Context: an optimization exercise on an open-source flow, tuned for small area and a short achievable clock period. The choices shown serve that exercise and are no tape-out recipe. Where RTL was checked, it was by simulation tests only, not by an equivalence proof against the original. Function not checked in run 1: the RTL went through the layout flow alone. Power is estimated from default activity; no workload was simulated.

## flow/design.v (module list and top-level ports; edited modules follow where they fit)
// module alu: 884 lines
// module cpa: 137 lines
// module ltu: 3 lines
// module ovf: 57 lines
// module sfx4: 6 lines
// module ao8: 3 lines
// module ovsel: 6 lines
// module mx2: 3 lines
// module omux: 3 lines
// module logic_unit: 14 lines
// module fa: 4 lines
// module ha: 4 lines
module alu #(
    parameter DATA_WIDTH = 32,
    parameter INST_WIDTH = 4
)(
    input                   i_clk,
    input                   i_rst_n,
    input  [DATA_WIDTH-1:0] i_data_a,
    input  [DATA_WIDTH-1:0] i_data_b,
    input  [INST_WIDTH-1:0] i_inst,
    input                   i_valid,
    output [DATA_WIDTH-1:0] o_data,
    output                  o_overflow,
    output                  o_valid
);
  // ...
==> flow/flow/run.sh <==
#!/bin/bash
# The standard ORFS layout (standard synthesis included), except that the
# port buffers are plain buffers (buf_4) rather than the delay cell that
# buffer_ports picks on its own; every port still gets its buffer.
set -uo pipefail
export BUFFER_PORTS_ARGS="-buffer_cell sky130_fd_sc_hd__buf_4"
bash standard.sh finish > flow_make.log 2>&1
status=$?
cp -r orfs/logs flow_logs 2>/dev/null || true
exit $status
==> flow/standard.sh <==
#!/bin/bash
# synth_recipe.tcl (not shown) runs the flow's synth.tcl, then flattens the netlist and writes it again
# the make line also repeats each setting of config.mk as NAME=value (left out here)
make -C /OpenROAD-flow-scripts/flow DESIGN_CONFIG=/design/flow/config.mk WORK_HOME=/design/flow/orfs CLKGATE_MAP_FILE= SYNTH_SCRIPT=/design/flow/synth_recipe.tcl "${@:-finish}"
==> flow/config.mk <==
export PLATFORM = sky130hd
export DESIGN_NAME = alu
export DESIGN_NICKNAME = alu
export VERILOG_FILES = /design/flow/design.v
export SDC_FILE = /design/flow/constraint.sdc
export NUM_CORES = 4
export LEC_CHECK = 0
export CAP_MARGIN = 20
export CORE_MARGIN = 2
export CORE_UTILIZATION = 45
export PLACE_DENSITY = 0.6
export SETUP_SLACK_MARGIN = 5
export SLEW_MARGIN = 20
export SYNTH_HIERARCHICAL = 1
export SYNTH_MINIMUM_KEEP_SIZE = 0
==> flow/constraint.sdc <==
create_clock -name core_clock -period 13.0 [get_ports {i_clk}]
set_input_delay 2.6000 -clock core_clock [delete_from_list [all_inputs] [get_ports {i_clk}]]
set_output_delay 2.6000 -clock core_clock [all_outputs]
set_load 0.01 [all_outputs]
==> run_results.csv, run 1 <==
group,metric,value,unit
floorplan,start_util,0.453,
status,status,"no timing/DRC/antenna violations",
grt,grt_max_degree,74,
timing,drv_slew,0,
place,pre_cts_ws,4920,ps
logic_synthesis,synth.top_cells.by_count,"xnor2_1 (320), a22oi_1 (304), fa_1 (225), ha_1 (125), nand2_1 (113)",
routing,top_layer_used,"met5",
cells_and_area,multi_input_area_share,0.797,
clocking,clockBufferDepth,2,
power_and_ir_drop,seq_power,0.291,mW
routing,first_pass_iters,8,
worst_setup_path,startpoint,"i_data_b[1]",
power_and_ir_drop,pwr.group.clock,0.261,mW
worst_setup_path,path_delay_family,"adder cells",
logic_synthesis,synth_enable_flop_cells,0,
grt,grt_util_met2,0.493,
grt,gr-usage-all-layers,0.316,
floorplan,dieArea,0.0425,sq mm
logic_synthesis,syn-num-nets,2339,
worst_setup_path,worstSetupEndpointType,"flop",
cells_and_area,finish.utilization,0.482,
routing,totalWireLength,66.0,mm
power_and_ir_drop,seqPwrFrac,0.086,
cells_and_area,seq_share,0.0921,
routing,drt.antenna.violating_nets,0,
cells_and_area,top_regs,"x_r: 33 flops, y_r: 33 flops, ovt_r: 4 flops",
routing,wl_met3,6.29,mm
cells_and_area,num-nonclk-buffers,134,
cells_and_area,drive_above_1_share,0.121,
power_and_ir_drop,p_comb_frac,0.836,
grt,busiest_layer,"met2",
==> run 2, diff against run 1 <==
--- a/flow/design.v
+++ b/flow/design.v
@@ -25,16 +25,35 @@
 generate
     for (gi = 0; gi < 16; gi = gi + 1) begin : g_enc
         assign bt_one[gi] = bx[2*gi+1] ^ bx[2*gi];
         assign bt_two[gi] = (bx[2*gi+2] & ~bx[2*gi+1] & ~bx[2*gi]) |
                             (~bx[2*gi+2] & bx[2*gi+1] & bx[2*gi]);
         assign bt_neg[gi] = bx[2*gi+2] & ~(bx[2*gi+1] & bx[2*gi]);
     end
 endgenerate
+wire lt_u;
+ltu u_ltu (.a(a), .b(b), .lt(lt_u));
+wire lt_s = a[31] ^ b[31] ^ lt_u;
+wire lt = op[3] ? lt_u : lt_s;           
+wire mx = (op == 4'd3) | (op == 4'd8);
+wire mn = (op == 4'd4) | (op == 4'd9);
+wire sel_a = (mx & ~lt) | (mn & lt);
+wire sel_b = (mx & lt) | (mn & ~lt);
+wire e11 = i_valid & (sel_a | sel_b | (op == 4'd10) | (op == 4'd11));
+wire e10 = i_valid & (sel_a | (op == 4'd11) | (op == 4'd12));
+wire e01 = i_valid & (sel_b | (op == 4'd11) | (op == 4'd12) | (op == 4'd13));
+wire e00 = i_valid & (op == 4'd13);
+wire erev = i_valid & (op == 4'd14);
+wire [31:0] lg;
+logic_unit u_lg (.a(a), .b(b), .e11(e11), .e10(e10), .e01(e01), .e00(e00),
+                 .erev(erev), .d(lg));
+wire [31:0] ax = (a & {32{addop}}) | lg;
+wire [31:0] by = (b & {32{addp}}) | (~b & {32{sub}});
+wire [95:0] cs_w;
 wire pp0_0 = ((bt_one[0] & a[0])) ^ bt_neg[0];
 wire pp0_1 = ((bt_one[0] & a[1]) | (bt_two[0] & a[0])) ^ bt_neg[0];
 wire pp0_2 = ((bt_one[0] & a[2]) | (bt_two[0] & a[1])) ^ bt_neg[0];
 wire pp0_3 = ((bt_one[0] & a[3]) | (bt_two[0] & a[2])) ^ bt_neg[0];
 wire pp0_4 = ((bt_one[0] & a[4]) | (bt_two[0] & a[3])) ^ bt_neg[0];
 wire pp0_5 = ((bt_one[0] & a[5]) | (bt_two[0] & a[4])) ^ bt_neg[0];
 wire pp0_6 = ((bt_one[0] & a[6]) | (bt_two[0] & a[5])) ^ bt_neg[0];
 wire pp0_7 = ((bt_one[0] & a[7]) | (bt_two[0] & a[6])) ^ bt_neg[0];
@@ -762,127 +781,212 @@
 wire fs221, fc221;
 fa u_fa221 (.x(fc187), .y(fc186), .z(fs188), .s(fs221), .c(fc221));
 wire fs222, fc222;
 fa u_fa222 (.x(fc189), .y(fc188), .z(fs190), .s(fs222), .c(fc222));
 wire fs223, fc223;
 fa u_fa223 (.x(fc191), .y(fc190), .z(fs192), .s(fs223), .c(fc223));
 wire fs224, fc224;
 fa u_fa224 (.x(fc193), .y(fc192), .z(fs194), .s(fs224), .c(fc224));
+assign cs_w[0] = (bt_neg[0] & is_mul) | ax[0];
+assign cs_w[1] = (pp0_0 & is_mul) | by[0];
+assign cs_w[2] = (pp0_1 & is_mul) | ax[1];
+assign cs_w[3] = by[1];
+assign cs_w[4] = (bt_neg[1] & is_mul) | ax[2];
+assign cs_w[5] = (pp0_2 & is_mul) | by[2];
+assign cs_w[6] = (pp1_0 & is_mul);
+assign cs_w[7] = (pp0_3 & is_mul) | ax[3];
+assign cs_w[8] = (pp1_1 & is_mul) | by[3];
+assign cs_w[9] = (pp1_2 & is_mul) | ax[4];
+assign cs_w[10] = (pp2_0 & is_mul) | by[4];
+assign cs_w[11] = (fs196 & is_mul);
+assign cs_w[12] = (pp2_1 & is_mul) | ax[5];
+assign cs_w[13] = (fc196 & is_mul) | by[5];
+assign cs_w[14] = (fs197 & is_mul);
+assign cs_w[15] = (fc197 & is_mul) | ax[6];
+assign cs_w[16] = (fs144 & is_mul) | by[6];
+assign cs_w[17] = (fs198 & is_mul);
+assign cs_w[18] = (fs145 & is_mul) | ax[7];
+assign cs_w[19] = (fc198 & is_mul) | by[7];
+assign cs_w[20] = (fs199 & is_mul);
+assign cs_w[21] = (fs146 & is_mul) | ax[8];
+assign cs_w[22] = (fc199 & is_mul) | by[8];
+assign cs_w[23] = (fs200 & is_mul);
+assign cs_w[24] = (fs148 & is_mul) | ax[9];
+assign cs_w[25] = (fc200 & is_mul) | by[9];
+assign cs_w[26] = (fs201 & is_mul);
+assign cs_w[27] = (fs151 & is_mul) | ax[10];
+assign cs_w[28] = (fc201 & is_mul) | by[10];
+assign cs_w[29] = (fs202 & is_mul);
+assign cs_w[30] = (fs153 & is_mul) | ax[11];
+assign cs_w[31] = (fc202 & is_mul) | by[11];
+assign cs_w[32] = (fs203 & is_mul);
+assign cs_w[33] = (fs155 & is_mul) | ax[12];
+assign cs_w[34] = (fc203 & is_mul) | by[12];
+assign cs_w[35] = (fs204 & is_mul);
+assign cs_w[36] = (fs157 & is_mul) | ax[13];
+assign cs_w[37] = (fc204 & is_mul) | by[13];
+assign cs_w[38] = (fs205 & is_mul);
+assign cs_w[39] = (fs159 & is_mul) | ax[14];
+assign cs_w[40] = (fc205 & is_mul) | by[14];
+assign cs_w[41] = (fs206 & is_mul);
+assign cs_w[42] = (fs161 & is_mul) | ax[15];
+assign cs_w[43] = (fc206 & is_mul) | by[15];
+assign cs_w[44] = (fs207 & is_mul);
+assign cs_w[45] = (fs163 & is_mul) | ax[16];
+assign cs_w[46] = (fc207 & is_mul) | by[16];
+assign cs_w[47] = (fs208 & is_mul);
+assign cs_w[48] = (fs165 & is_mul) | ax[17];
+assign cs_w[49] = (fc208 & is_mul) | by[17];
+assign cs_w[50] = (fs209 & is_mul);
+assign cs_w[51] = (fs167 & is_mul) | ax[18];
+assign cs_w[52] = (fc209 & is_mul) | by[18];
+assign cs_w[53] = (fs210 & is_mul);
+assign cs_w[54] = (fs169 & is_mul) | ax[19];
+assign cs_w[55] = (fc210 & is_mul) | by[19];
+assign cs_w[56] = (fs211 & is_mul);
+assign cs_w[57] = (fs171 & is_mul) | ax[20];
+assign cs_w[58] = (fc211 & is_mul) | by[20];
+assign cs_w[59] = (fs212 & is_mul);
+assign cs_w[60] = (fs173 & is_mul) | ax[21];
+assign cs_w[61] = (fc212 & is_mul) | by[21];
+assign cs_w[62] = (fs213 & is_mul);
+assign cs_w[63] = (fs175 & is_mul) | ax[22];
+assign cs_w[64] = (fc213 & is_mul) | by[22];
+assign cs_w[65] = (fs214 & is_mul);
+assign cs_w[66] = (fs177 & is_mul) | ax[23];
+assign cs_w[67] = (fc214 & is_mul) | by[23];
+assign cs_w[68] = (fs215 & is_mul);
+assign cs_w[69] = (fs179 & is_mul) | ax[24];
+assign cs_w[70] = (fc215 & is_mul) | by[24];
+assign cs_w[71] = (fs216 & is_mul);
+assign cs_w[72] = (fs181 & is_mul) | ax[25];
+assign cs_w[73] = (fc216 & is_mul) | by[25];
+assign cs_w[74] = (fs217 & is_mul);
+assign cs_w[75] = (fs183 & is_mul) | ax[26];
+assign cs_w[76] = (fc217 & is_mul) | by[26];
+assign cs_w[77] = (fs218 & is_mul);
+assign cs_w[78] = (fs185 & is_mul) | ax[27];
+assign cs_w[79] = (fc218 & is_mul) | by[27];
+assign cs_w[80] = (fs219 & is_mul);
+assign cs_w[81] = (fs187 & is_mul) | ax[28];
+assign cs_w[82] = (fc219 & is_mul) | by[28];
+assign cs_w[83] = (fs220 & is_mul);
+assign cs_w[84] = (fs189 & is_mul) | ax[29];
+assign cs_w[85] = (fc220 & is_mul) | by[29];
+assign cs_w[86] = (fs221 & is_mul);
+assign cs_w[87] = (fs191 & is_mul) | ax[30];
+assign cs_w[88] = (fc221 & is_mul) | by[30];
+assign cs_w[89] = (fs222 & is_mul);
+assign cs_w[90] = (fs193 & is_mul) | ax[31];
+assign cs_w[91] = (fc222 & is_mul) | by[31];
+assign cs_w[92] = (fs223 & is_mul);
+assign cs_w[93] = (fs195 & is_mul);
+assign cs_w[94] = (fc223 & is_mul);
+assign cs_w[95] = (fs224 & is_mul);
+wire ge32, ge31;
+mulov u_mulov (.a(a), .b(b), .sgn(~op[2]), .ge32(ge32), .ge31(ge31));
+wire [9:0] ovi = {i_valid & (op == 4'd2), i_valid & (op == 4'd7),
+                  i_valid & ((op == 4'd0) | (op == 4'd1)),
+                  i_valid & (op == 4'd5), i_valid & (op == 4'd6),
+                  ge32, ge31,
+                  a[31] ^ b[31],                             
+                  (a[31] & b[0]) ^ (b[31] & a[0]),           
+                  a[31] ^ b[31] ^ sub};                      
+reg [95:0] cs_r;
+reg        sub_r;
+reg [9:0]  ovi_r;
+reg        valid_r;
+always @(posedge i_clk or negedge i_rst_n) begin
+    if (~i_rst_n) begin
+        cs_r    <= 96'd0;
+        sub_r   <= 1'b0;
+        ovi_r   <= 10'd0;
+        valid_r <= 1'b0;
+    end else begin
+        cs_r    <= cs_w;
+        sub_r   <= sub;
+        ovi_r   <= ovi;
+        valid_r <= i_valid;
+    end
+end
 wire fs225, fc225;
-ha u_ha225 (.x(bt_neg[1]), .y(pp0_2), .s(fs225), .c(fc225));
+ha u_ha225 (.x(cs_r[4]), .y(cs_r[5]), .s(fs225), .c(fc225));
 wire fs226, fc226;
-ha u_ha226 (.x(pp0_3), .y(pp1_1), .s(fs226), .c(fc226));
+ha u_ha226 (.x(cs_r[7]), .y(cs_r[8]), .s(fs226), .c(fc226));
 wire fs227, fc227;
-fa u_fa227 (.x(fs196), .y(pp1_2), .z(pp2_0), .s(fs227), .c(fc227));
+fa u_fa227 (.x(cs_r[11]), .y(cs_r[9]), .z(cs_r[10]), .s(fs227), .c(fc227));
 wire fs228, fc228;
-fa u_fa228 (.x(fs197), .y(pp2_1), .z(fc196), .s(fs228), .c(fc228));
+fa u_fa228 (.x(cs_r[14]), .y(cs_r[12]), .z(cs_r[13]), .s(fs228), .c(fc228));
 wire fs229, fc229;
-fa u_fa229 (.x(fs198), .y(fc197), .z(fs144), .s(fs229), .c(fc229));
+fa u_fa229 (.x(cs_r[17]), .y(cs_r[15]), .z(cs_r[16]), .s(fs229), .c(fc229));
 wire fs230, fc230;
-fa u_fa230 (.x(fs199), .y(fs145), .z(fc198), .s(fs230), .c(fc230));
+fa u_fa230 (.x(cs_r[20]), .y(cs_r[18]), .z(cs_r[19]), .s(fs230), .c(fc230));
 wire fs231, fc231;
-fa u_fa231 (.x(fs200), .y(fs146), .z(fc199), .s(fs231), .c(fc231));
+fa u_fa231 (.x(cs_r[23]), .y(cs_r[21]), .z(cs_r[22]), .s(fs231), .c(fc231));
 wire fs232, fc232;
-fa u_fa232 (.x(fs201), .y(fs148), .z(fc200), .s(fs232), .c(fc232));
+fa u_fa232 (.x(cs_r[26]), .y(cs_r[24]), .z(cs_r[25]), .s(fs232), .c(fc232));
 wire fs233, fc233;
-fa u_fa233 (.x(fs202), .y(fs151), .z(fc201), .s(fs233), .c(fc233));
+fa u_fa233 (.x(cs_r[29]), .y(cs_r[27]), .z(cs_r[28]), .s(fs233), .c(fc233));
 wire fs234, fc234;
-fa u_fa234 (.x(fs203), .y(fs153), .z(fc202), .s(fs234), .c(fc234));
+fa u_fa234 (.x(cs_r[32]), .y(cs_r[30]), .z(cs_r[31]), .s(fs234), .c(fc234));
 wire fs235, fc235;
-fa u_fa235 (.x(fs204), .y(fs155), .z(fc203), .s(fs235), .c(fc235));
+fa u_fa235 (.x(cs_r[35]), .y(cs_r[33]), .z(cs_r[34]), .s(fs235), .c(fc235));
 wire fs236, fc236;
-fa u_fa236 (.x(fs205), .y(fs157), .z(fc204), .s(fs236), .c(fc236));
+fa u_fa236 (.x(cs_r[38]), .y(cs_r[36]), .z(cs_r[37]), .s(fs236), .c(fc236));
 wire fs237, fc237;
-fa u_fa237 (.x(fs206), .y(fs159), .z(fc205), .s(fs237), .c(fc237));
+fa u_fa237 (.x(cs_r[41]), .y(cs_r[39]), .z(cs_r[40]), .s(fs237), .c(fc237));
 wire fs238, fc238;
-fa u_fa238 (.x(fs207), .y(fs161), .z(fc206), .s(fs238), .c(fc238));
+fa u_fa238 (.x(cs_r[44]), .y(cs_r[42]), .z(cs_r[43]), .s(fs238), .c(fc238));
 wire fs239, fc239;
-fa u_fa239 (.x(fs208), .y(fs163), .z(fc207), .s(fs239), .c(fc239));
+fa u_fa239 (.x(cs_r[47]), .y(cs_r[45]), .z(cs_r[46]), .s(fs239), .c(fc239));
 wire fs240, fc240;
-fa u_fa240 (.x(fs209), .y(fs165), .z(fc208), .s(fs240), .c(fc240));
+fa u_fa240 (.x(cs_r[50]), .y(cs_r[48]), .z(cs_r[49]), .s(fs240), .c(fc240));
 wire fs241, fc241;
-fa u_fa241 (.x(fs210), .y(fs167), .z(fc209), .s(fs241), .c(fc241));
+fa u_fa241 (.x(cs_r[53]), .y(cs_r[51]), .z(cs_r[52]), .s(fs241), .c(fc241));
 wire fs242, fc242;
-fa u_fa242 (.x(fs211), .y(fs169), .z(fc210), .s(fs242), .c(fc242));
+fa u_fa242 (.x(cs_r[56]), .y(cs_r[54]), .z(cs_r[55]), .s(fs242), .c(fc242));
 wire fs243, fc243;
-fa u_fa243 (.x(fs212), .y(fs171), .z(fc211), .s(fs243), .c(fc243));
+fa u_fa243 (.x(cs_r[59]), .y(cs_r[57]), .z(cs_r[58]), .s(fs243), .c(fc243));
 wire fs244, fc244;
-fa u_fa244 (.x(fs213), .y(fs173), .z(fc212), .s(fs244), .c(fc244));
+fa u_fa244 (.x(cs_r[62]), .y(cs_r[60]), .z(cs_r[61]), .s(fs244), .c(fc244));
 wire fs245, fc245;
-fa u_fa245 (.x(fs214), .y(fs175), .z(fc213), .s(fs245), .c(fc245));
+fa u_fa245 (.x(cs_r[65]), .y(cs_r[63]), .z(cs_r[64]), .s(fs245), .c(fc245));
 wire fs246, fc246;
-fa u_fa246 (.x(fs215), .y(fs177), .z(fc214), .s(fs246), .c(fc246));
+fa u_fa246 (.x(cs_r[68]), .y(cs_r[66]), .z(cs_r[67]), .s(fs246), .c(fc246));
 wire fs247, fc247;
-fa u_fa247 (.x(fs216), .y(fs179), .z(fc215), .s(fs247), .c(fc247));
+fa u_fa247 (.x(cs_r[71]), .y(cs_r[69]), .z(cs_r[70]), .s(fs247), .c(fc247));
 wire fs248, fc248;
-fa u_fa248 (.x(fs217), .y(fs181), .z(fc216), .s(fs248), .c(fc248));
+fa u_fa248 (.x(cs_r[74]), .y(cs_r[72]), .z(cs_r[73]), .s(fs248), .c(fc248));
 wire fs249, fc249;
-fa u_fa249 (.x(fs218), .y(fs183), .z(fc217), .s(fs249), .c(fc249));
+fa u_fa249 (.x(cs_r[77]), .y(cs_r[75]), .z(cs_r[76]), .s(fs249), .c(fc249));
 wire fs250, fc250;
-fa u_fa250 (.x(fs219), .y(fs185), .z(fc218), .s(fs250), .c(fc250));
+fa u_fa250 (.x(cs_r[80]), .y(cs_r[78]), .z(cs_r[79]), .s(fs250), .c(fc250));
 wire fs251, fc251;
-fa u_fa251 (.x(fs220), .y(fs187), .z(fc219), .s(fs251), .c(fc251));
+fa u_fa251 (.x(cs_r[83]), .y(cs_r[81]), .z(cs_r[82]), .s(fs251), .c(fc251));
 wire fs252, fc252;
-fa u_fa252 (.x(fs221), .y(fs189), .z(fc220), .s(fs252), .c(fc252));
+fa u_fa252 (.x(cs_r[86]), .y(cs_r[84]), .z(cs_r[85]), .s(fs252), .c(fc252));
 wire fs253, fc253;
-fa u_fa253 (.x(fs222), .y(fs191), .z(fc221), .s(fs253), .c(fc253));
+fa u_fa253 (.x(cs_r[89]), .y(cs_r[87]), .z(cs_r[88]), .s(fs253), .c(fc253));
 wire fs254, fc254;
-fa u_fa254 (.x(fs223), .y(fs193), .z(fc222), .s(fs254), .c(fc254));
+fa u_fa254 (.x(cs_r[92]), .y(cs_r[90]), .z(cs_r[91]), .s(fs254), .c(fc254));
 wire fs255, fc255;
-fa u_fa255 (.x(fs224), .y(fs195), .z(fc223), .s(fs255), .c(fc255));
-wire [32:0] tr0 = {fc254, fc253, fc252, fc251, fc250, fc249, fc248, fc247, fc246, fc245, fc244, fc243, fc242, fc241, fc240, fc239, fc238, fc237, fc236, fc235, fc234, fc233, fc232, fc231, fc230, fc229, fc228, fc227, fc226, fc225, pp1_0, pp0_1, bt_neg[0]};
-wire [32:0] tr1 = {fs255, fs254, fs253, fs252, fs251, fs250, fs249, fs248, fs247, fs246, fs245, fs244, fs243, fs242, fs241, fs240, fs239, fs238, fs237, fs236, fs235, fs234, fs233, fs232, fs231, fs230, fs229, fs228, fs227, fs226, fs225, 1'b0, pp0_0};
-wire lt_u;
-ltu u_ltu (.a(a), .b(b), .lt(lt_u));
-wire lt_s = a[31] ^ b[31] ^ lt_u;
-wire lt = op[3] ? lt_u : lt_s;           
-wire mx = (op == 4'd3) | (op == 4'd8);
-wire mn = (op == 4'd4) | (op == 4'd9);
-wire sel_a = (mx & ~lt) | (mn & lt);
-wire sel_b = (mx & lt) | (mn & ~lt);
-wire e11 = i_valid & (sel_a | sel_b | (op == 4'd10) | (op == 4'd11));
-wire e10 = i_valid & (sel_a | (op == 4'd11) | (op == 4'd12));
-wire e01 = i_valid & (sel_b | (op == 4'd11) | (op == 4'd12) | (op == 4'd13));
-wire e00 = i_valid & (op == 4'd13);
-wire erev = i_valid & (op == 4'd14);
-wire [31:0] lg;
-logic_unit u_lg (.a(a), .b(b), .e11(e11), .e10(e10), .e01(e01), .e00(e00),
-                 .erev(erev), .d(lg));
-wire [31:0] ax = (a & {32{addop}}) | lg;
-wire [31:0] by = (b & {32{addp}}) | (~b & {32{sub}});
-wire [32:0] x_w = (tr0 & {33{is_mul}}) | {1'b0, ax};
-wire [32:0] y_w = (tr1 & {33{is_mul}}) | {1'b0, by};
-wire [3:0] ovt;
-ovf u_ovf (.a(a), .b(b), .op(op), .valid(i_valid), .sub(sub), .ovt(ovt));
-reg [32:0] x_r, y_r;
-reg        sub_r;
-reg [3:0]  ovt_r;
-reg        valid_r;
-always @(posedge i_clk or negedge i_rst_n) begin
-    if (~i_rst_n) begin
-        x_r     <= 33'd0;
-        y_r     <= 33'd0;
-        sub_r   <= 1'b0;
-        ovt_r   <= 4'd0;
-        valid_r <= 1'b0;
-    end else begin
-        x_r     <= x_w;
-        y_r     <= y_w;
-        sub_r   <= sub;
-        ovt_r   <= ovt;
-        valid_r <= i_valid;
-    end
-end
+fa u_fa255 (.x(cs_r[95]), .y(cs_r[93]), .z(cs_r[94]), .s(fs255), .c(fc255));
+wire [32:0] tr0 = {fc254, fc253, fc252, fc251, fc250, fc249, fc248, fc247, fc246, fc245, fc244, fc243, fc242, fc241, fc240, fc239, fc238, fc237, fc236, fc235, fc234, fc233, fc232, fc231, fc230, fc229, fc228, fc227, fc226, fc225, cs_r[6], cs_r[2], cs_r[0]};
+wire [32:0] tr1 = {fs255, fs254, fs253, fs252, fs251, fs250, fs249, fs248, fs247, fs246, fs245, fs244, fs243, fs242, fs241, fs240, fs239, fs238, fs237, fs236, fs235, fs234, fs233, fs232, fs231, fs230, fs229, fs228, fs227, fs226, fs225, cs_r[3], cs_r[1]};
 wire [31:0] s;
 wire c31, p31, g31, q32;
-cpa u_cpa (.x(x_r), .y(y_r), .sub(sub_r), .s(s), .c31(c31), .p31(p31),
+cpa u_cpa (.x(tr0), .y(tr1), .sub(sub_r), .s(s), .c31(c31), .p31(p31),
            .g31(g31), .q32(q32));
+wire [3:0] ovt;
+ovtab u_ovtab (.mul_s(ovi_r[9]), .mul_u(ovi_r[8]), .add(ovi_r[7]), .cout(ovi_r[6]),
+               .bout(ovi_r[5]), .ge32(ovi_r[4]), .ge31(ovi_r[3]), .sneg(ovi_r[2]),
+               .k32(ovi_r[1]), .x31(ovi_r[0]), .t(ovt));
 wire ov;
-ovsel u_ovsel (.t(ovt_r), .p31(p31), .g31(g31), .q32(q32), .c31(c31), .y(ov));
+ovsel u_ovsel (.t(ovt), .p31(p31), .g31(g31), .q32(q32), .c31(c31), .y(ov));
 assign o_data     = s;
 assign o_overflow = ov;
 assign o_valid    = valid_r;
 endmodule
 module cpa (
     input  [32:0] x, y,
     input         sub,
     output [31:0] s,
@@ -1017,35 +1121,58 @@
 assign c31 = gg32;
 assign p31 = p0[31];
 assign g31 = g0[31];
 assign q32 = p0[32];
 endmodule
 module ltu (input [31:0] a, input [31:0] b, output lt);
 assign lt = a < b;
 endmodule
-module ovf (
+module mulov (
     input  [31:0] a, b,
-    input  [3:0]  op,
-    input         valid, sub,
-    output reg [3:0] ovt
+    input         sgn,
+    output        ge32, ge31
 );
-wire sgn = ~op[2];                        
 wire [31:0] xa = a ^ {32{sgn & a[31]}};
 wire [31:0] xb = b ^ {32{sgn & b[31]}};
-wire [32:0] tb;                           
 wire [31:0] lb;                           
 wire [8:0]  hb;                           
-assign tb[32] = 1'b0;
-assign hb[8] = 1'b0;
+wire [32:0] tb;                           
 genvar g;
 generate
     for (g = 0; g < 8; g = g + 1) begin : g_sfx
         sfx4 u (.x(xb[4*g+3:4*g]), .t(lb[4*g+3:4*g]));
-        assign hb[g] = hb[g+1] | lb[4*g];
+    end
+endgenerate
+wire [7:0] l1, l2;
+generate
+    for (g = 0; g < 8; g = g + 1) begin : g_hb
+        assign l1[g] = (g % 2 == 0) ? (lb[4*g] | lb[4*g+4]) : lb[4*g];
+    end
+endgenerate
+assign l2[7] = l1[7];
+assign l2[6] = l1[6];
+assign l2[5] = l1[5] | l1[6];
+assign l2[4] = l1[4] | l1[6];
+assign l2[3] = l1[3] | l1[4];
+assign l2[2] = l1[2] | l1[4];
+assign l2[1] = l1[1] | l1[2];
+assign l2[0] = l1[0] | l1[2];
+assign hb[8] = 1'b0;
+assign hb[7] = l2[7];
+assign hb[6] = l2[6];
+assign hb[5] = l2[5];
+assign hb[4] = l2[4];
+assign hb[3] = l2[3] | l2[4];
+assign hb[2] = l2[2] | l2[4];
+assign hb[1] = l2[1] | l2[4];
+assign hb[0] = l2[0] | l2[4];
+assign tb[32] = 1'b0;
+generate
+    for (g = 0; g < 8; g = g + 1) begin : g_tb
         assign tb[4*g+3:4*g] = lb[4*g+3:4*g] | {4{hb[g+1]}};
     end
 endgenerate
 wire [31:0] q32, q31;
 generate
     for (g = 0; g < 32; g = g + 1) begin : g_q
         assign q32[g] = (g == 0) ? 1'b0 : tb[32-g];
         assign q31[g] = tb[31-g];
@@ -1053,35 +1180,35 @@
 endgenerate
 wire [3:0] h32, h31;
 generate
     for (g = 0; g < 4; g = g + 1) begin : g_h
         ao8 u32 (.p(xa[8*g+7:8*g]), .q(q32[8*g+7:8*g]), .y(h32[g]));
         ao8 u31 (.p(xa[8*g+7:8*g]), .q(q31[8*g+7:8*g]), .y(h31[g]));
     end
 endgenerate
-wire ge32 = |h32;
-wire ge31 = |h31;
+assign ge32 = |h32;
+assign ge31 = |h31;
+endmodule
+module ovtab (
+    input            mul_s, mul_u, add, cout, bout,    
+    input            ge32, ge31, sneg, k32, x31,
+    output reg [3:0] t
+);
 wire e31 = ge31 & ~ge32;
-wire sneg = a[31] ^ b[31];
-wire k32 = (a[31] & b[0]) ^ (b[31] & a[0]);    
-wire x31 = a[31] ^ b[31] ^ sub;                
 always @(*) begin
-    case (op)
-        4'd0, 4'd1: ovt = {x31, ~x31, ~x31, x31};            
-        4'd2: ovt = {ge32 | ~sneg | (sneg & e31 & k32),
-                     ge32 | ~sneg | (sneg & e31 & ~k32),
-                     ge32 | (~sneg & (e31 | ~k32)) | (sneg & e31 & k32),
-                     ge32 | (~sneg & (e31 | k32)) | (sneg & e31 & ~k32)};
-        4'd5: ovt = 4'b1010;                                 
-        4'd6: ovt = 4'b0101;                                 
-        4'd7: ovt = {1'b1, ge32, 1'b1, ge32};
-        default: ovt = 4'b0000;
-    endcase
-    if (!valid) ovt = 4'b0000;
+    t = 4'b0000;
+    if (add)   t = {x31, ~x31, ~x31, x31};                
+    if (cout)  t = 4'b1010;                               
+    if (bout)  t = 4'b0101;                               
+    if (mul_u) t = {1'b1, ge32, 1'b1, ge32};
+    if (mul_s) t = {ge32 | ~sneg | (sneg & e31 & k32),
+                    ge32 | ~sneg | (sneg & e31 & ~k32),
+                    ge32 | (~sneg & (e31 | ~k32)) | (sneg & e31 & k32),
+                    ge32 | (~sneg & (e31 | k32)) | (sneg & e31 & ~k32)};
 end
 endmodule
 module sfx4 (input [3:0] x, output [3:0] t);
 assign t[3] = x[3];
 assign t[2] = t[3] | x[2];
 assign t[1] = t[2] | x[1];
 assign t[0] = t[1] | x[0];
 endmodule
==> run_results.csv, run 2 <==
group,metric,value,unit
routing,drt.antenna.violating_nets,0,
logic_synthesis,yosysSeqAreaShare,0.138,
logic_synthesis,synth.most_common_cell,"xnor2_1",
cells_and_area,multi_input_area,0.0158,sq mm
grt,antenna_found_initial,1,
cells_and_area,final_common_cell,"xnor2_1",
timing,finalSetupViolations,0,
cells_and_area,area_growth,6.16,%
place,gp_congestion,0.890,
clocking,numCtsBuffers,9,
job,max-cap-violations,0,
timing,fmax,153,MHz
logic_synthesis,ys_ff_latch,108,
floorplan,start_util,0.454,
routing,viasPerCell,6.60,
routing,totalWireLength,70.5,mm
grt,busiest_layer,"met2",
status,status,"no timing/DRC/antenna violations",
routing,vias,16700,
power_and_ir_drop,cellLeakagePower,8.63,nW
logic_synthesis,yosys_warnings,8,
power_and_ir_drop,vdd_drop_max,93.4,uV
cells_and_area,largest_register_ffs,96,
worst_setup_path,arrival,3930,ps
floorplan,dieArea,0.0451,sq mm
floorplan,num_io_pins,105,
grt,met1_usage,0.419,
timing,relSlewSlack,0.245,
place,hpwlAfterDp,47.0,mm
timing,rsz0062_at_grt,"no",
worst_setup_path,cp-start-kind,"flop",
grt,grtUsageMet3,0.0603,
routing,first_pass_iters,9,
timing,drv_slew,0,
logic_synthesis,async_flop_share,1.00,
logic_synthesis,synthTopCellsByArea,"fa_1 (23%), xnor2_1 (14%), dfrtp_1 (14%)",
timing,worst_pin_slew,1130,ps
cells_and_area,final_nets,2363,
routing,drtIter0Drc,1786,
logic_synthesis,syn-num-nets,2414,
logic_synthesis,synth_enable_flop_cells,0,
place,port_buffers,104,
logic_synthesis,synth.avg_cell_area,9.80,sq um
logic_synthesis,yosys.area.top_type_share,0.231,
worst_setup_path,worstSetupEndpointType,"output pin",
grt,grt_overflow,0,
hold_path,hp-class,"in -> async",
worst_setup_path,critPathMaxFanout,7,
cells_and_area,post-route-cell-area,0.0207,sq mm
logic_synthesis,ys_types,77,
grt,grt_pass1_vias,17200,
clocking,clockBufferDepth,2,
floorplan,die_w,212,microns
timing,period_minus_slack,6530,ps
routing,wl_per_cell,27.8,microns
cells_and_area,fillCellCount,4090,
floorplan,die_h,212,microns
floorplan,core,0.0430,sq mm
logic_synthesis,synth.top_cells.by_count,"xnor2_1 (322), a22oi_1 (299), fa_1 (225), ha_1 (125)",
clocking,cts_tree,"built",
worst_setup_path,criticalPathCategory,"reg -> out",
timing,fin_setup_tns,0,ps
cells_and_area,drive_above_1_share,0.123,
worst_setup_path,worstPathRequired,10400,ps
clocking,cts.clk_slew.worst_paths,70,ps
cells_and_area,top_regs,"cs_r: 96 flops, ovi_r: 10 flops",
grt,grt_util_met2,0.502,
logic_synthesis,synth_area_leader_cell,"fa_1",
logic_synthesis,syn_area,0.0195,sq mm
cells_and_area,top_register,"cs_r",
logic_synthesis,synth_ff_type,"dfrtp_1",
clocking,clock_sinks,108,
routing,route.detailed.drc,0,
cells_and_area,mostFrequentLayoutCells,"xnor2_1 (322), a22oi_1 (299), fa_1 (225)",
grt,grt_pass1_wl,107,mm
cells_and_area,seqCellArea,0.00270,sq mm
timing,post-route-period-util,0.503,
power_and_ir_drop,powerDensity,142,mW/mm^2
clocking,cts_resized,0,
timing,finalHoldViolCount,0,
clocking,cts_setup_buffers,0,
place,placed_area,0.0204,sq mm
clocking,cts_hold_buf,0,
floorplan,row_count,76,
grt,grt_max_degree,96,
clocking,cts_root_buf,"clkbuf_16",
logic_synthesis,synthCells,1993,
grt,gr-usage-all-layers,0.322,
clocking,htreeDepth,3,
[run 2: cell types whose count changed after synthesis, sizes merged, moves of 4 or more]
cell,before,now
nand2,113,100
or2b,4,0
o21ai,79,86
a22oi,304,299
and2,10,35
o22ai,15,1
nand3b,4,14
or4,10,15
nor2b,5,9
dfrtp,72,108
buf,80,84
nor2,34,42
[run 2: cell families after synthesis]
group           share of synthesized area
mux                                0.0416
buf+inv                            0.0552
compound gates                      0.200
xor+xnor                            0.152
fa+ha+maj                           0.311
other cells                      0.000192
simple gates                        0.102
flops                               0.138
[run 2: area by class of cell]
type,count,share of cell area
Tap cell,585,0.0353
Antenna cell,1,0.000121
Sequential cell,108,0.130
Timing Repair Buffer,132,0.0478
Inverter,55,0.00996
Clock buffer,11,0.0122
Multi-Input combinational cell,1636,0.762
Clock inverter,5,0.00205
[run 2: per-stage QoR]
| stage | util | hold WS [ps] | cells | total power, mW | setup slack [ps] |
|---|---|---|---|---|---|
| final | 0.482 | 2240 | 2533 | 2.95 | 6470 |
| after global routing | 0.482 | 2280 | 2532 | 3.18 | 6240 |
| after global placement | 0.475 | 2670 | 2516 | 2.63 | 6190 |
| after floorplan | - | 2300 | 1993 | 1.83 | 6810 |
| after CTS | 0.482 | 2250 | 2532 | 2.96 | 6440 |
| after detailed placement | 0.475 | 2670 | 2516 | 2.66 | 6120 |
[run 2: how the worst max path moves through the flow]
stage,cells after the start,start,to
final,11,cs_r[9]$_DFF_PN0_,o_overflow
after global routing,10,i_inst[2],ovi_r[3]$_DFF_PN0_
after CTS,11,cs_r[9]$_DFF_PN0_,o_overflow
after detailed placement,10,i_inst[2],ovi_r[4]$_DFF_PN0_
after global placement,10,i_data_b[9],cs_r[95]$_DFF_PN0_
after floorplan,12,i_inst[2],ovi_r[3]$_DFF_PN0_
[run 2: power by group]
| group | internal, mW | switching, mW |
|---|---|---|
| registers | 0.383 | 0.0341 |
| clock network | 0.143 | 0.153 |
| logic | 0.998 | 1.24 |
[run 2: Yosys stat by module (local to each module, per instance)]
| module | area [sq um] | times used |
|---|---|---|
| fa | 20.0 | 225 |
| ovtab | 136 | 1 |
| ltu | 777 | 1 |
| sfx4 | 27.5 | 8 |
| cpa | 913 | 1 |
| ovsel | 27.5 | 1 |
| omux | 22.5 | 2 |
| mulov | 825 | 1 |
| ao8 | 36.3 | 8 |
| mx2 | 15.0 | 1 |
| ha | 12.5 | 63 |
| alu | 9940 | 1 |
| logic_unit | 1050 | 1 |
[run 2: routing by layer]
layer  wire [microns]  up-vias
met2            32000     1082
met4             4370        2
met1            27400     8408
li1                 -     6994
met3             6730      227
met5               16        -
[run 2: critical path, stage by stage (launching register included)]
cell and delay, ps:
dfrtp_1 400, fa_1 480, ha_1 370, a21o_1 210, nor3b_1 160, nor3_2 430, o31ai_4 70, buf_4 210
a31oi_1 420, o21bai_1 280, mux2_4 350, buf_4 140

[re-timing with driven ports]
No port has a modelled driver above. Below, the same layouts with a new extraction and two added sets of constraints. Step 1 (the two cells are an assumption about what drives the block):
set clk [get_ports {i_clk}]
set_driving_cell -lib_cell sky130_fd_sc_hd__clkbuf_16 $clk
set_driving_cell -lib_cell sky130_fd_sc_hd__buf_2 [delete_from_list [all_inputs] $clk]
Step 2 also shifts input and output timing later by t, the mid clock arrival at the registers, as if the neighbouring blocks saw the same clock. a / b / c = ideal / step 1 / step 2; a / b = the first two.
run | t, ns | setup slack, ns | pins driven straight from the clock port
run 1 | 0.425 | 5.335 / 5.359 / 4.934 | 1
run 2 | 0.444 | 6.466 / 6.411 / 6.058 | 1
After both steps setup and hold are still met in every run listed. The setup slack of run 2, which loses most, moves by -0.055 ns with the drivers and by -0.408 ns with both steps.
